From an optimization exercise on the open Yosys and OpenROAD flow, aimed at small area, a short achievable clock period and few clock cycles; shortcuts taken in it are not production practice.
In this exercise RTL edits were held to simulation tests only and were not proved equivalent to the original.
Power is estimated from default activity; no workload was simulated.

**design/flow/run.sh**
```bash
#!/bin/bash
# synth_recipe.tcl (not shown) runs the flow's synth.tcl, then flattens the netlist and writes it again
# the make line also repeats each setting of config.mk as NAME=value (left out here)
make -C /OpenROAD-flow-scripts/flow DESIGN_CONFIG=/design/flow/config.mk WORK_HOME=/design/flow/orfs CLKGATE_MAP_FILE= SYNTH_SCRIPT=/design/flow/synth_recipe.tcl finish
```
**design/flow/config.mk**
```make
export PLATFORM = sky130hd
export DESIGN_NAME = mvm
export DESIGN_NICKNAME = mvm
export VERILOG_FILES = /design/flow/design.v
export SDC_FILE = /design/flow/constraint.sdc
export NUM_CORES = 4
export LEC_CHECK = 0
export CAP_MARGIN = 20
export CORE_MARGIN = 2
export CORE_UTILIZATION = 45
export PLACE_DENSITY = 0.6
export SLEW_MARGIN = 20
```
**design/flow/constraint.sdc**
```tcl
create_clock -name core_clock -period 6.0 [get_ports {clk}]
set_input_delay 1.2000 -clock core_clock [delete_from_list [all_inputs] [get_ports {clk}]]
set_output_delay 1.2000 -clock core_clock [all_outputs]
set_load 0.01 [all_outputs]
```
**design/flow/design.v**
```verilog
module MULT_MACRO #(
    parameter DEVICE  = "7SERIES",
    parameter LATENCY = 3,
    parameter WIDTH_A = 18,
    parameter WIDTH_B = 18
)(
    output [WIDTH_A+WIDTH_B-1:0] P,
    input  [WIDTH_A-1:0] A,
    input  [WIDTH_B-1:0] B,
    input  CE,
    input  CLK,
    input  RST
);
logic [LATENCY-1:0][WIDTH_A+WIDTH_B-1:0] pipe;
always_ff @(posedge CLK) begin
    if (RST) begin
        pipe <= '0;
    end else if (CE) begin
        pipe[0] <= $signed(A) * $signed(B);
        for (int k = 1; k < LATENCY; k++) pipe[k] <= pipe[k-1];
    end
end
assign P = pipe[LATENCY-1];
endmodule
module dot8 # (
    parameter IWIDTH = 8,
    parameter OWIDTH = 32
)(
    input clk,
    input rst,
    input signed [8*IWIDTH-1:0] vec0,
    input signed [8*IWIDTH-1:0] vec1,
    input ivalid,
    output signed [OWIDTH-1:0] result,
    output ovalid
);
logic signed [IWIDTH-1:0] a0, a1, a2, a3, a4, a5, a6, a7;
logic signed [IWIDTH-1:0] b0, b1, b2, b3, b4, b5, b6, b7;
logic signed [2*IWIDTH-1:0] r_mul0, r_mul1, r_mul2, r_mul3, r_mul4, r_mul5, r_mul6, r_mul7;
logic signed [2*IWIDTH:0] r0_add0, r0_add1, r0_add2, r0_add3;
logic signed [2*IWIDTH+1:0] r1_add0, r1_add1;
logic signed [2*IWIDTH+2:0] r1p_add0, r1p_add1;
logic signed [OWIDTH-1:0] r2_add0;
logic r_valid0, r_valid1, r_valid2, r_valid3, r_valid4, r_valid5, r_valid6, r_valid7, r_valid8;
always_ff @(posedge clk) begin
    if (rst) begin
        a0 <= 0; a1 <= 0; a2 <= 0; a3 <= 0; 
        a4 <= 0; a5 <= 0; a6 <= 0; a7 <= 0;
        b0 <= 0; b1 <= 0; b2 <= 0; b3 <= 0; 
        b4 <= 0; b5 <= 0; b6 <= 0; b7 <= 0;
        r_valid0 <= 0;
    end else begin
        a0 <= vec0[8*IWIDTH-1:7*IWIDTH];
        a1 <= vec0[7*IWIDTH-1:6*IWIDTH];
        a2 <= vec0[6*IWIDTH-1:5*IWIDTH];
        a3 <= vec0[5*IWIDTH-1:4*IWIDTH];
        a4 <= vec0[4*IWIDTH-1:3*IWIDTH];
        a5 <= vec0[3*IWIDTH-1:2*IWIDTH];
        a6 <= vec0[2*IWIDTH-1:1*IWIDTH];
        a7 <= vec0[1*IWIDTH-1:0];
        b0 <= vec1[8*IWIDTH-1:7*IWIDTH];
        b1 <= vec1[7*IWIDTH-1:6*IWIDTH];
        b2 <= vec1[6*IWIDTH-1:5*IWIDTH];
        b3 <= vec1[5*IWIDTH-1:4*IWIDTH];
        b4 <= vec1[4*IWIDTH-1:3*IWIDTH];
        b5 <= vec1[3*IWIDTH-1:2*IWIDTH];
        b6 <= vec1[2*IWIDTH-1:1*IWIDTH];
        b7 <= vec1[1*IWIDTH-1:0];
        r_valid0 <= ivalid;
    end
end
MULT_MACRO #(
    .DEVICE("7SERIES"),
    .LATENCY(4),
    .WIDTH_A(8),
    .WIDTH_B(8)
) MULT_MACRO_inst0 (
    .P(r_mul0), .A(a0), .B(b0),
    .CE(1'b1), .CLK(clk), .RST(rst)
);
MULT_MACRO #(
    .DEVICE("7SERIES"),
    .LATENCY(4),
    .WIDTH_A(8),
    .WIDTH_B(8)
) MULT_MACRO_inst1 (
    .P(r_mul1), .A(a1), .B(b1),
    .CE(1'b1), .CLK(clk), .RST(rst)
);
MULT_MACRO #(
    .DEVICE("7SERIES"),
    .LATENCY(4),
    .WIDTH_A(8),
    .WIDTH_B(8)
) MULT_MACRO_inst2 (
    .P(r_mul2), .A(a2), .B(b2),
    .CE(1'b1), .CLK(clk), .RST(rst)
);
MULT_MACRO #(
    .DEVICE("7SERIES"),
    .LATENCY(4),
    .WIDTH_A(8),
    .WIDTH_B(8)
) MULT_MACRO_inst3 (
    .P(r_mul3), .A(a3), .B(b3),
    .CE(1'b1), .CLK(clk), .RST(rst)
);
MULT_MACRO #(
    .DEVICE("7SERIES"),
    .LATENCY(4),
    .WIDTH_A(8),
    .WIDTH_B(8)
) MULT_MACRO_inst4 (
    .P(r_mul4), .A(a4), .B(b4),
    .CE(1'b1), .CLK(clk), .RST(rst)
);
MULT_MACRO #(
    .DEVICE("7SERIES"),
    .LATENCY(4),
    .WIDTH_A(8),
    .WIDTH_B(8)
) MULT_MACRO_inst5 (
    .P(r_mul5), .A(a5), .B(b5),
    .CE(1'b1), .CLK(clk), .RST(rst)
);
MULT_MACRO #(
    .DEVICE("7SERIES"),
    .LATENCY(4),
    .WIDTH_A(8),
    .WIDTH_B(8)
) MULT_MACRO_inst6 (
    .P(r_mul6), .A(a6), .B(b6),
    .CE(1'b1), .CLK(clk), .RST(rst)
);
MULT_MACRO #(
    .DEVICE("7SERIES"),
    .LATENCY(4),
    .WIDTH_A(8),
    .WIDTH_B(8)
) MULT_MACRO_inst7 (
    .P(r_mul7), .A(a7), .B(b7),
    .CE(1'b1), .CLK(clk), .RST(rst)
);
always_ff @(posedge clk) begin
    if (rst) begin
        r0_add0 <= 0; r0_add1 <= 0; r0_add2 <= 0; r0_add3 <= 0;
        r1_add0 <= 0; r1_add1 <= 0;
        r1p_add0 <= 0; r1p_add1 <= 0;
        r2_add0 <= 0;
        r_valid1 <= 0; r_valid2 <= 0; r_valid3 <= 0; r_valid4 <= 0; 
        r_valid5 <= 0; r_valid6 <= 0; r_valid7 <= 0; r_valid8 <= 0;
    end else begin
        r_valid1 <= r_valid0;
        r_valid2 <= r_valid1;
        r_valid3 <= r_valid2;
        r_valid4 <= r_valid3;
        r0_add0 <= r_mul0 + r_mul1;
        r0_add1 <= r_mul2 + r_mul3;
        r0_add2 <= r_mul4 + r_mul5;
        r0_add3 <= r_mul6 + r_mul7;
        r_valid5 <= r_valid4;
        r1_add0 <= r0_add0 + r0_add1;
        r1_add1 <= r0_add2 + r0_add3;
        r_valid6 <= r_valid5;
        r1p_add0 <= r1_add0;
        r1p_add1 <= r1_add1;
        r_valid7 <= r_valid6;
        r2_add0 <= r1p_add0 + r1p_add1;
        r_valid8 <= r_valid7;
    end
end
assign result = r2_add0;
assign ovalid = r_valid8;
endmodule
module accum # (
    parameter DATAW = 32,
    parameter ACCUMW = 32
)(
    input  clk,
    input  rst,
    input  signed [DATAW-1:0] data,
    input  ivalid,
    input  first,
    input  last,
    output signed [ACCUMW-1:0] result,
    output ovalid
);
logic signed [ACCUMW-1:0] accum_reg_r;
logic signed [DATAW-1:0] data_r;
logic ivalid_r, first_r, last_r;
logic signed [ACCUMW-1:0] add_result_r;
logic result_valid_r;
logic do_accumulate, do_reset, do_output;
always_ff @(posedge clk) begin
    if (rst) begin
        data_r <= 0;
        ivalid_r <= 0;
        first_r <= 0;
        last_r <= 0;
    end else begin
        data_r <= data;
        ivalid_r <= ivalid;
        first_r <= first;
        last_r <= last;
    end
end
always_comb begin
    do_accumulate = ivalid_r && !first_r;
    do_reset = ivalid_r && first_r;
    do_output = ivalid_r && last_r;
end
always_ff @(posedge clk) begin
    if (rst) begin
        accum_reg_r <= 0;
        add_result_r <= 0;
        result_valid_r <= 0;
    end else begin
        if (do_reset) begin
            accum_reg_r <= {{(ACCUMW-DATAW){data_r[DATAW-1]}}, data_r};
        end else if (do_accumulate) begin
            accum_reg_r <= accum_reg_r + {{(ACCUMW-DATAW){data_r[DATAW-1]}}, data_r};
        end
        if (do_reset) begin
            add_result_r <= {{(ACCUMW-DATAW){data_r[DATAW-1]}}, data_r};
        end else begin
            add_result_r <= accum_reg_r + {{(ACCUMW-DATAW){data_r[DATAW-1]}}, data_r};
        end
        result_valid_r <= do_output;
    end
end
assign result = add_result_r;
assign ovalid = result_valid_r;
endmodule
module ctrl # (
    parameter VEC_ADDRW = 8,
    parameter MAT_ADDRW = 9,
    parameter VEC_SIZEW = VEC_ADDRW + 1,
    parameter MAT_SIZEW = MAT_ADDRW + 1
)(
    input  clk,
    input  rst,
    input  start,
    input  [VEC_ADDRW-1:0] vec_start_addr,
    input  [VEC_SIZEW-1:0] vec_num_words,
    input  [MAT_ADDRW-1:0] mat_start_addr,
    input  [MAT_SIZEW-1:0] mat_num_rows_per_olane,
    output [VEC_ADDRW-1:0] vec_raddr,
    output [MAT_ADDRW-1:0] mat_raddr,
    output accum_first,
    output accum_last,
    output ovalid,
    output busy
);
enum {IDLE, COMPUTE} state, next_state;
logic [VEC_ADDRW-1:0] vec_start_addr_r, vec_raddr_r;
logic [VEC_SIZEW-1:0] vec_num_words_r;
logic [MAT_ADDRW-1:0] mat_start_addr_r, mat_raddr_r;
logic [MAT_SIZEW-1:0] mat_num_rows_per_olane_r;
logic [VEC_SIZEW-1:0] vec_words_remaining;
logic [MAT_SIZEW-1:0] mat_rows_remaining;
logic [VEC_ADDRW-1:0] vec_addr_next;
logic [MAT_ADDRW-1:0] mat_addr_next;
logic [MAT_ADDRW-1:0] mat_row_start_addr;
logic ovalid_r, busy_r;
logic done;
logic [10:0] accum_first_r;
logic [10:0] accum_last_r;
logic ovalid_w, busy_w;
always_ff @(posedge clk) begin
    if (rst) begin
        vec_start_addr_r <= 0;
        vec_num_words_r <= 0;
        mat_start_addr_r <= 0;
        mat_num_rows_per_olane_r <= 0;
        vec_words_remaining <= 0;
        mat_rows_remaining <= 0;
        vec_addr_next <= 0;
        mat_addr_next <= 0;
        mat_row_start_addr <= 0;
        ovalid_r <= 0;
        busy_r <= 0;
        done <= 0;
        vec_raddr_r <= 0;
        mat_raddr_r <= 0;
        state <= IDLE;
        accum_first_r <= '0;
        accum_last_r <= '0;
    end else begin
        state <= next_state;
        if (state == IDLE && start) begin
            vec_start_addr_r <= vec_start_addr;
            mat_start_addr_r <= mat_start_addr;
            vec_num_words_r <= vec_num_words;
            mat_num_rows_per_olane_r <= mat_num_rows_per_olane;
            vec_words_remaining <= vec_num_words;
            mat_rows_remaining <= mat_num_rows_per_olane;
            vec_addr_next <= vec_start_addr;
            mat_addr_next <= mat_start_addr;
            mat_row_start_addr <= mat_start_addr;
        end else if (state == COMPUTE) begin
            if (vec_words_remaining == 1) begin
                vec_words_remaining <= vec_num_words_r;
                vec_addr_next <= vec_start_addr_r;
                if (mat_rows_remaining == 1) begin
                    mat_rows_remaining <= mat_num_rows_per_olane_r;
                    mat_addr_next <= mat_start_addr_r;
                    mat_row_start_addr <= mat_start_addr_r;
                end else begin
                    mat_rows_remaining <= mat_rows_remaining - 1;
                    mat_addr_next <= mat_row_start_addr + vec_num_words_r;
                    mat_row_start_addr <= mat_row_start_addr + vec_num_words_r;
                end
            end else begin
                vec_words_remaining <= vec_words_remaining - 1;
                vec_addr_next <= vec_addr_next + 1;
                mat_addr_next <= mat_addr_next + 1;
            end
        end
        done <= (state == COMPUTE && vec_words_remaining == 1 && mat_rows_remaining == 1);
        vec_raddr_r <= vec_addr_next;
        mat_raddr_r <= mat_addr_next;
        ovalid_r <= ovalid_w;
        busy_r <= busy_w;
        if (state == COMPUTE) begin
            accum_first_r[0] <= (vec_words_remaining == vec_num_words_r);
            accum_last_r[0] <= (vec_words_remaining == 1);
        end else begin
            accum_first_r[0] <= 0;
            accum_last_r[0] <= 0;
        end
        for (int i = 1; i < 11; i++) begin
            accum_first_r[i] <= accum_first_r[i-1];
            accum_last_r[i] <= accum_last_r[i-1];
        end
    end
end
always_comb begin
    case(state)
        IDLE: next_state = start ? COMPUTE : IDLE;
        COMPUTE: next_state = done ? IDLE : COMPUTE;
        default: next_state = IDLE;
    endcase
end
always_comb begin
    ovalid_w = (state == COMPUTE);
    busy_w = (state == COMPUTE);
end
assign vec_raddr = vec_raddr_r;
assign mat_raddr = mat_raddr_r;
assign accum_first = accum_first_r[10];
assign accum_last = accum_last_r[10];
assign ovalid = ovalid_r;
assign busy = busy_w;
endmodule
module mvm # (
    parameter IWIDTH = 8,
    parameter OWIDTH = 32,
    parameter MEM_DATAW = IWIDTH * 8,
    parameter VEC_MEM_DEPTH = 256,
    parameter VEC_ADDRW = $clog2(VEC_MEM_DEPTH),
    parameter MAT_MEM_DEPTH = 512,
    parameter MAT_ADDRW = $clog2(MAT_MEM_DEPTH),
    parameter NUM_OLANES = 8
)(
    input clk,
    input rst,
    output [VEC_ADDRW-1:0] o_vec_raddr,
    input  [MEM_DATAW-1:0] i_vec_rdata,
    output [MAT_ADDRW-1:0] o_mat_raddr,
    input  [NUM_OLANES*MEM_DATAW-1:0] i_mat_rdata,
    input i_start,
    input [VEC_ADDRW-1:0] i_vec_start_addr,
    input [VEC_ADDRW:0] i_vec_num_words,
    input [MAT_ADDRW-1:0] i_mat_start_addr,
    input [MAT_ADDRW:0] i_mat_num_rows_per_olane,
    output o_busy,
    output [NUM_OLANES*OWIDTH-1:0] o_result,
    output o_valid
);
logic [MEM_DATAW-1:0] vec_rdata;
logic [MEM_DATAW-1:0] mat_rdata [NUM_OLANES-1:0];
logic [OWIDTH-1:0] dot8_result [NUM_OLANES-1:0];
logic ovalid_mvm [NUM_OLANES-1:0];
logic [OWIDTH-1:0] accum_result [NUM_OLANES-1:0];
logic ovalid_accum [NUM_OLANES-1:0];
logic [VEC_ADDRW-1:0] vec_raddr;
logic [MAT_ADDRW-1:0] mat_raddr;
logic accum_first, accum_last, ctrl_ovalid;
ctrl # (
    .VEC_ADDRW(VEC_ADDRW), 
    .MAT_ADDRW(MAT_ADDRW), 
    .VEC_SIZEW(VEC_ADDRW+1), 
    .MAT_SIZEW(MAT_ADDRW+1)
) ctrl_inst (
    .clk(clk),
    .rst(rst),
    .start(i_start),
    .vec_start_addr(i_vec_start_addr),
    .vec_num_words(i_vec_num_words),
    .mat_start_addr(i_mat_start_addr),
    .mat_num_rows_per_olane(i_mat_num_rows_per_olane),
    .vec_raddr(vec_raddr),
    .mat_raddr(mat_raddr),
    .accum_first(accum_first),
    .accum_last(accum_last),
    .ovalid(ctrl_ovalid),
    .busy(o_busy) 
);
assign o_vec_raddr = vec_raddr;
assign o_mat_raddr = mat_raddr;
assign vec_rdata = i_vec_rdata;
genvar i;
generate
for (i = 0; i < NUM_OLANES; i = i + 1) begin : compute_lane
    assign mat_rdata[i] = i_mat_rdata[i*MEM_DATAW +: MEM_DATAW];
    dot8 # (
        .IWIDTH(IWIDTH), 
        .OWIDTH(OWIDTH)
    ) dot8_inst (
        .clk(clk),
        .rst(rst),
        .vec0(vec_rdata),
        .vec1(mat_rdata[i]),
        .ivalid(ctrl_ovalid),
        .result(dot8_result[i]),
        .ovalid(ovalid_mvm[i])
    );
    accum # (
        .DATAW(OWIDTH), 
        .ACCUMW(OWIDTH)
    ) accum_inst (
        .clk(clk),
        .rst(rst),
        .data(dot8_result[i]),
        .ivalid(ovalid_mvm[i]),
        .first(accum_first),
        .last(accum_last),
        .result(accum_result[i]),
        .ovalid(ovalid_accum[i])
    );
    assign o_result[i*OWIDTH +: OWIDTH] = accum_result[i];
end
endgenerate
assign o_valid = ovalid_accum[0];
endmodule
```
==> notes.md <==
# TYPE chip_impl_metric gauge
chip_impl_info{name="status",value="complete, no violations"} 1
chip_impl_metric{name="avg_wl_per_cell",unit="um"} 20.3
chip_impl_metric{name="grt_antenna_before_repair",unit=""} 156
chip_impl_metric{name="num-nets-final",unit=""} 47500
chip_impl_metric{name="ant_nets",unit=""} 0
chip_impl_metric{name="design_power_total",unit="W"} 0.116
chip_impl_info{name="hold_path_class",value="flip-flop to flip-flop"} 1
chip_impl_metric{name="netlist-cell-type-count",unit=""} 97
chip_impl_info{name="postSynth.topFlopCell",value="sky130_fd_sc_hd__dfxtp_1"} 1
chip_impl_metric{name="worstMarginPinSlew",unit="ps"} 1280
chip_impl_metric{name="first_pass_iters",unit=""} 8
chip_impl_metric{name="synth_edf_count",unit=""} 0
chip_impl_metric{name="routabilityCongestion",unit=""} 0.905
chip_impl_metric{name="ys_seq_elements",unit=""} 6744
chip_impl_metric{name="core.rowCount",unit=""} 339
chip_impl_metric{name="buffer_ports.inserted",unit=""} 889
chip_impl_metric{name="cts_max_path_buffers",unit=""} 4
chip_impl_metric{name="ioPinCount",unit=""} 890
chip_impl_info{name="worst_setup_path_start_kind",value="flip-flop"} 1
chip_impl_info{name="tritoncts_clock_tree",value="done"} 1
chip_impl_metric{name="max-cap-violations",unit=""} 0
chip_impl_info{name="cts_root_buf",value="sky130_fd_sc_hd__clkbuf_16"} 1
chip_impl_metric{name="timing.slew.headroom",unit="%"} 14.1
chip_impl_metric{name="vdd.ir_drop.worst",unit="uV"} 347
chip_impl_info{name="mostFrequentLayoutCell",value="sky130_fd_sc_hd__dfxtp_1"} 1
chip_impl_metric{name="worstHoldPathCells",unit=""} 1
chip_impl_metric{name="timing.final.setup_violations",unit=""} 0
chip_impl_metric{name="fp.dieH",unit="um"} 929
chip_impl_metric{name="layout-area-overhead-vs-synth",unit="%"} 12.2
chip_impl_metric{name="crit_path_max_fanout",unit=""} 45
chip_impl_metric{name="postSynthCellCount",unit=""} 39700
chip_impl_metric{name="required_time_of_the_critical_path",unit="ps"} 7040
chip_impl_metric{name="grt_pass1_wl",unit="um"} 1610000
chip_impl_metric{name="dr_total_vias",unit=""} 257000
chip_impl_metric{name="clock_sink_count",unit=""} 6744
chip_impl_metric{name="post-cts-setup-buffer-count",unit=""} 0
chip_impl_metric{name="maximum_number_of_pins_on_one_net_before_global_route_repair",unit=""} 212
chip_impl_metric{name="report.final.hold_viol_count",unit=""} 0
chip_impl_metric{name="first_global_vias",unit=""} 265000
chip_impl_metric{name="remaining_drc_errors",unit=""} 0
chip_impl_metric{name="drive_above_1_share",unit="%"} 4.34
chip_impl_metric{name="cts_htree_levels",unit=""} 6
chip_impl_info{name="timing.critical_path.to_type",value="flip-flop"} 1
chip_impl_metric{name="worstSkewPairLatency",unit="ps"} 1250
chip_impl_metric{name="report.final.slew_viol_count",unit=""} 0
chip_impl_metric{name="postRouteWirelength",unit="um"} 1060000
chip_impl_metric{name="fp.coreArea",unit="um^2"} 853000
chip_impl_info{name="criticalPathCategory",value="flip-flop to flip-flop"} 1
chip_impl_metric{name="synth_area",unit="um^2"} 385000
chip_impl_metric{name="fillerInstances",unit=""} 77800
chip_impl_metric{name="postCtsResizedCells",unit=""} 0
chip_impl_metric{name="utilization",unit="%"} 50.7
chip_impl_info{name="layout_common_cells",value="sky130_fd_sc_hd__dfxtp_1, sky130_fd_sc_hd__inv_1, sky130_fd_sc_hd__nor2b_1, sky130_fd_sc_hd__fa_1, sky130_fd_sc_hd__ha_1"} 1
chip_impl_metric{name="cts.reportedPaths.clkPinSlew",unit="ps"} 60
chip_impl_metric{name="start_util",unit="%"} 45.2
chip_impl_metric{name="grt-ovfl-total",unit=""} 0
chip_impl_metric{name="fp.dieArea",unit="um^2"} 863000
chip_impl_metric{name="min_period_over_period",unit="%"} 88.4
chip_impl_metric{name="cts_buffers",unit=""} 714
chip_impl_metric{name="regArea",unit="um^2"} 135000
chip_impl_metric{name="timing.fmax",unit="GHz"} 0.189
chip_impl_metric{name="routed_via_density",unit=""} 4.94
chip_impl_metric{name="synth-warning-count",unit=""} 11
chip_impl_metric{name="die-width",unit="um"} 929
chip_impl_metric{name="fin_tns_setup",unit="ps"} 0
chip_impl_metric{name="synthesis.area_per_instance",unit="um^2"} 9.71
chip_impl_metric{name="synth_seq_area_share",unit="%"} 35.1
chip_impl_metric{name="mappedNetlistNets",unit=""} 46900
chip_impl_metric{name="finalCriticalPeriod",unit="ps"} 5300
chip_impl_metric{name="initialDrtViolationCount",unit=""} 15800
chip_impl_info{name="grt_setup_unrepaired",value="no"} 1
chip_impl_metric{name="grt_util_all_layers",unit="%"} 24.2
chip_impl_metric{name="leakage",unit="nW"} 198
chip_impl_metric{name="multi_input_comb_area",unit="um^2"} 223000
chip_impl_metric{name="worst_clock_skew",unit="ps"} 78.8
chip_impl_metric{name="synth_async_sr_flop_share",unit="%"} 0
chip_impl_metric{name="power_density",unit="nW/um^2"} 269
chip_impl_metric{name="cp_data_arrival_time",unit="ps"} 6340
chip_impl_metric{name="timing.reg2reg.worst_path_depth",unit=""} 20
chip_impl_metric{name="cts_hold_buf",unit=""} 0
chip_impl_metric{name="place_hpwl",unit="um"} 841000
[critical path, cell delays in order (launching register included)]
cell	delay, ps
sky130_fd_sc_hd__dfxtp_2	1000
sky130_fd_sc_hd__nand2b_1	220
sky130_fd_sc_hd__fa_1	430
sky130_fd_sc_hd__fa_1	490
sky130_fd_sc_hd__inv_1	50
sky130_fd_sc_hd__fa_1	490
sky130_fd_sc_hd__inv_1	60
sky130_fd_sc_hd__fa_1	480
sky130_fd_sc_hd__inv_1	50
sky130_fd_sc_hd__ha_1	280
sky130_fd_sc_hd__inv_1	100
sky130_fd_sc_hd__o21ai_0	100
sky130_fd_sc_hd__a21oi_1	280
sky130_fd_sc_hd__o21bai_1	100
sky130_fd_sc_hd__a21oi_1	220
sky130_fd_sc_hd__o21bai_1	90
sky130_fd_sc_hd__a21oi_1	240
sky130_fd_sc_hd__o21bai_1	100
sky130_fd_sc_hd__a21oi_1	180
sky130_fd_sc_hd__xnor2_1	150
sky130_fd_sc_hd__nor2_1	60
[power breakdown]
part | internal, W | leakage, nW | total, W | switching (W)
logic | 0.00819 | 131 | 0.0193 | 0.0111
clock network | 0.0272 | 12.2 | 0.0469 | 0.0197
registers | 0.0479 | 54.9 | 0.0502 | 0.00226
total | 0.0833 | 198 | 0.116 | 0.0330
[Yosys cell counts (255+ instances only)]
cell type                  count  area (um^2)
sky130_fd_sc_hd__dfxtp_1    6744       135000
sky130_fd_sc_hd__inv_1      5967        22400
sky130_fd_sc_hd__nor2b_1    5151        32200
sky130_fd_sc_hd__fa_1       3585        71800
sky130_fd_sc_hd__ha_1       3046        38100
sky130_fd_sc_hd__and2_1     2756        17200
sky130_fd_sc_hd__nor2_1     2334         8760
sky130_fd_sc_hd__nand2_1    1658         6220
sky130_fd_sc_hd__xnor2_1    1321        11600
sky130_fd_sc_hd__clkbuf_1   1280         4800
sky130_fd_sc_hd__a21oi_1    1243         6220
sky130_fd_sc_hd__o21ai_0     937         4690
sky130_fd_sc_hd__nor3_1      563         2820
sky130_fd_sc_hd__xor2_1      371         3250
sky130_fd_sc_hd__a21o_1      332         2490
sky130_fd_sc_hd__o21bai_1    324         2430
sky130_fd_sc_hd__nand2b_1    307         1920
sky130_fd_sc_hd__a211oi_1    255         1910
[logic make-up after synthesis]
kind of cell / count (synthesis) / share of synthesized area [%]
AOI/OAI and AO/OA: 3899 / 6.29
xor gates and xnor gates: 1692 / 3.85
adders and majority gates: 6631 / 28.5
buffers and inverters: 7320 / 7.14
DFF: 6744 / 35.1
muxes: 126 / 0.347
and+or+nand+nor: 13300 / 18.8
[registers in the layout, indices dropped and copies added (netlist names), 152 cells and up]
signal,flops
compute_lane.dot8_inst.MULT_MACRO_inst2.pipe,512
compute_lane.dot8_inst.MULT_MACRO_inst3.pipe,512
compute_lane.accum_inst.accum_reg_r,256
compute_lane.accum_inst.data_r,152
compute_lane.accum_inst.add_result_r,256
compute_lane.dot8_inst.MULT_MACRO_inst1.pipe,512
compute_lane.dot8_inst.MULT_MACRO_inst0.pipe,512
compute_lane.dot8_inst.MULT_MACRO_inst4.pipe,512
compute_lane.dot8_inst.MULT_MACRO_inst5.pipe,512
compute_lane.dot8_inst.MULT_MACRO_inst6.pipe,512
compute_lane.dot8_inst.r2_add0,152
compute_lane.dot8_inst.MULT_MACRO_inst7.pipe,512
[routing by layer]
layer  vias to the layer above  global-route usage [%]  share of wire (%)
met5                         -                       0              0.011
met4                        18                    6.57                3.0
met3                      1361                    3.07                5.2
met2                      5809                    37.8                 44
met1                    127000                    35.4                 48
li1                     123000                       -                  -
[final timing paths]
| kind | startpoint | end | slack (ps) |
|---|---|---|---|
| hold / removal | flip-flop | flip-flop | 390 |
| hold reg to reg | flip-flop | flip-flop | 390 |
| setup / recovery | compute_lane[5].dot8_inst.a0[0] | flip-flop | 700 |
| setup reg to reg | compute_lane[5].dot8_inst.a0[0] | flip-flop | 700 |
[per-stage QoR]
stage	setup slack [ps]	hold slack, ps	std cells	instance area [um^2]
2_1_floorplan	1300	397	39700	385000
3_3_place_gp	714	407	50800	407000
3_5_place_dp	737	420	50800	407000
4_1_cts	683	352	52100	432000
5_1_grt	271	365	52100	432000
6_report	696	391	52200	432000
[area by class of cell]
cell class / instances / area share (%)
Antenna cell: 46 / 0.0266
Clock buffer: 942 / 4.63
Clock inverter: 376 / 1.24
Inverter: 5969 / 5.19
Multi-Input combinational cell: 25600 / 51.5
Sequential cell: 6744 / 31.3
Tap cell: 11300 / 3.26
Timing Repair Buffer: 1223 / 2.88
Testbench counts, summed over its fixed seeds: cycles 29,730.

[separate check: timing with driven ports]
The results above use ideal ports. As a check the final layout listed here was re-extracted and re-timed, cells and wires unchanged. Step 1 sets driving cells, clkbuf_16 on the clock port and buf_2 on the other inputs (assumed; they add their load-dependent delay and slew). Step 2 also shifts input and output timing later by t, the mid clock arrival at the registers, as if the neighbouring blocks saw the same clock. a / b / c = ideal / step 1 / step 2; a / b = the first two.
t, ns: 1.319
slack for setup (ns): 0.696 / 0.696 / 0.696
worst data-port slew with drivers (ns): 0.17
cell pins on the clock port's net: 1
After both steps this run still meets setup and hold. For this run, drivers alone change the setup slack by 0.000 ns; drivers and shift together by 0.000 ns.
